Background: an optimization exercise with open tools, aiming at small area. Do not read the settings as production practice.
In this exercise RTL edits were held to simulation tests only and were not proved equivalent to the original.
Power is estimated from default activity; no workload was simulated.

Setup of alpha:
// soc_top
module soc_top (
    input wire clk,
    input wire reset_n,
    input wire [31:0] cpu_addr,
    input wire [31:0] cpu_data_out,
    input wire cpu_write_enable,
    input wire cpu_read_enable,
    input wire cpu_interrupt_ack,
    output wire [31:0] cpu_data_in,
    output wire [7:0] led_out,
    output wire timer_interrupt,
    output wire [7:0] timer_count,
    output wire [31:0] ram_data_out,
    output wire [7:0] ram_addr_debug
);
    integer i;
    genvar g;
    wire timer_select = (cpu_addr[31:16] == 16'h4000);
    wire led_select   = (cpu_addr[31:16] == 16'h4001);
    wire ram_select   = (cpu_addr[31:16] == 16'h2000);
    wire timer_rd = cpu_read_enable & timer_select;
    wire timer_wr = cpu_write_enable & timer_select;
    wire led_rd   = cpu_read_enable & led_select;
    wire led_wr   = cpu_write_enable & led_select;
    wire ram_rd   = cpu_read_enable & ram_select;
    wire ram_wr   = cpu_write_enable & ram_select;
    wire off_hi0 = (cpu_addr[15:5] == 11'd0) & (cpu_addr[1:0] == 2'd0);
  ...
clock: 10.0 ns
lec_check: 0
cap_margin: 0
core_margin: 2
core_utilization: 55
cts_buf_list: sky130_fd_sc_hd__clkbuf_16
cts_cluster_diameter: 60
cts_cluster_size: 30
place_density: 0.65
slew_margin: 0
synth_hierarchical: 1
run.sh (not shown) runs the stock make flow with config.mk's settings and CLKGATE_MAP_FILE= SYNTH_SCRIPT=/design/flow/synth_recipe.tcl, a recipe that flattens the netlist after the stock synthesis.
Every stage of the flow completed for alpha, and the final layout passed the timing, DRC and antenna checks.
Inputs modified between alpha and beta:
- a deleted CTS_BUF_LIST that had been sky130_fd_sc_hd__clkbuf_16
- a deleted CTS_CLUSTER_DIAMETER that had been 60
- a deleted CTS_CLUSTER_SIZE that had been 30
==> flow/flow/run.sh (new file) <==
#!/bin/bash
# The standard layout (the standard.sh, all steps, standard synthesis),
# with two changes to how cells are chosen:
#  - every input and output port still gets its own buffer, but a buf_1
#    rather than the larger default pick;
#  - clock tree synthesis uses clkbuf_8 sink clusters of at most 18 flops
#    within 45 um and inserts no dummy loads.
set -euo pipefail
P=sky130_fd_sc_hd__
export BUFFER_PORTS_ARGS="-buffer_cell ${P}buf_1"
export CTS_ARGS="-sink_clustering_enable -repair_clock_nets -dont_use_dummy_load -buf_list {${P}clkbuf_8} -sink_clustering_size 18 -sink_clustering_max_diameter 45"
bash standard.sh finish > flow_make.log 2>&1
==> flow/standard.sh (new file) <==
#!/bin/bash
# synth_recipe.tcl (not shown) runs the flow's synth.tcl, then flattens the netlist and writes it again
# the make line also repeats each setting of config.mk as NAME=value (left out here)
make -C /OpenROAD-flow-scripts/flow DESIGN_CONFIG=/design/flow/config.mk WORK_HOME=/design/flow/orfs CLKGATE_MAP_FILE= SYNTH_SCRIPT=/design/flow/synth_recipe.tcl "${@:-finish}"
removed: flow/run.sh
[summary]
- Total detailed-routing wirelength for beta is lower than for alpha.
- Relative to alpha, the core utilization of beta is lower by 2.1 points.
- alpha → beta: register share of the cell area grew by 2.6 points, non-clock buffer count shrank by 11.
- alpha has a higher critical path depth than beta.
- On global-route wire length before repair, alpha loses to beta.
- Going from alpha to beta, peak fanout along the critical path grew by more than half.
- The final reports for beta and alpha show worst reg2reg path depth lower in the former.
- Total power of beta is lower than that of alpha.
- Diff alpha -> beta | first-iteration DRC count | down slightly
- beta reports a higher worst setup slack after layout than alpha does.

* * *

soc_top, a different RTL version from the one above (not shown whole).
For scale: ~3700 cells after synthesis, roughly 2200 flip-flops, ~160 I/O pins.
export LEC_CHECK = 0
export CAP_MARGIN = 0
export CORE_MARGIN = 2
export CORE_UTILIZATION = 55
export PLACE_DENSITY = 0.65
export SLEW_MARGIN = 0
export SYNTH_HIERARCHICAL = 1
create_clock -name core_clock -period 10.0 [get_ports {clk}]
standard.sh (not shown) runs the stock make flow with config.mk's settings and CLKGATE_MAP_FILE= SYNTH_SCRIPT=/design/flow/synth_recipe.tcl, a recipe that flattens the netlist after the stock synthesis.
==> flow/flow/run.sh <==
#!/bin/bash
# The standard layout (the standard.sh, all steps, standard synthesis),
# with two changes to how cells are chosen:
#  - every input and output port still gets its own buffer, but a buf_1
#    rather than the larger default pick;
#  - clock tree synthesis uses clkbuf_8 sink clusters of at most 18 flops
#    within 65 um and inserts no dummy loads.
set -euo pipefail
P=sky130_fd_sc_hd__
export BUFFER_PORTS_ARGS="-buffer_cell ${P}buf_1"
export CTS_ARGS="-sink_clustering_enable -repair_clock_nets -dont_use_dummy_load -buf_list {${P}clkbuf_8} -sink_clustering_size 18 -sink_clustering_max_diameter 65"
bash standard.sh finish > flow_make.log 2>&1
Edit:
==> flow/flow/run.sh (replaced) <==
#!/bin/bash
# The standard layout (the standard.sh, all steps, standard synthesis),
# with two changes to how cells are chosen:
#  - every input and output port still gets its own buffer, but a buf_1
#    rather than the larger default pick;
#  - clock tree synthesis uses clkbuf_8 sink clusters of at most 18 flops
#    within 45 um and inserts no dummy loads.
set -euo pipefail
P=sky130_fd_sc_hd__
export BUFFER_PORTS_ARGS="-buffer_cell ${P}buf_1"
export CTS_ARGS="-sink_clustering_enable -repair_clock_nets -dont_use_dummy_load -buf_list {${P}clkbuf_8} -sink_clustering_size 18 -sink_clustering_max_diameter 45"
bash standard.sh finish > flow_make.log 2>&1
Via count rises slightly.
Utilization rose by 0.38 points.
Die area stays the same.
Non-clock buffer count does not change.
Total power increases by a few percent.

==> what the ideal ports hide <==
How much do the figures lean on ideal ports? The routed layouts below were timed once more, with nothing changed but the port constraints. Step 1: set_driving_cell puts a clkbuf_16 on clk and a buf_2 on each other input, an assumption about the parent block. Step 2 also shifts input and output timing later by t, the mid clock arrival at the registers, as if the neighbouring blocks saw the same clock. Slacks: ideal / step 1 / step 2; pairs: ideal / step 1.
run | t, ns | setup WS [ns] | worst setup path at the end | latest minus earliest clock arrival (ns)
alpha | 0.877 | 2.604 / 2.519 / 3.084 | input to output | 0.040 / 0.040
beta | 1.006 | 3.069 / 2.980 / 3.748 | input to output | 0.127 / 0.127
the first run of note 2 | 0.958 | 2.843 / 2.763 / 3.174 | input to output | 0.121 / 0.121
the second run of note 2 | 1.012 | 2.733 / 2.653 / 3.164 | input to output | 0.133 / 0.133
After both steps every run listed still meets setup and hold.
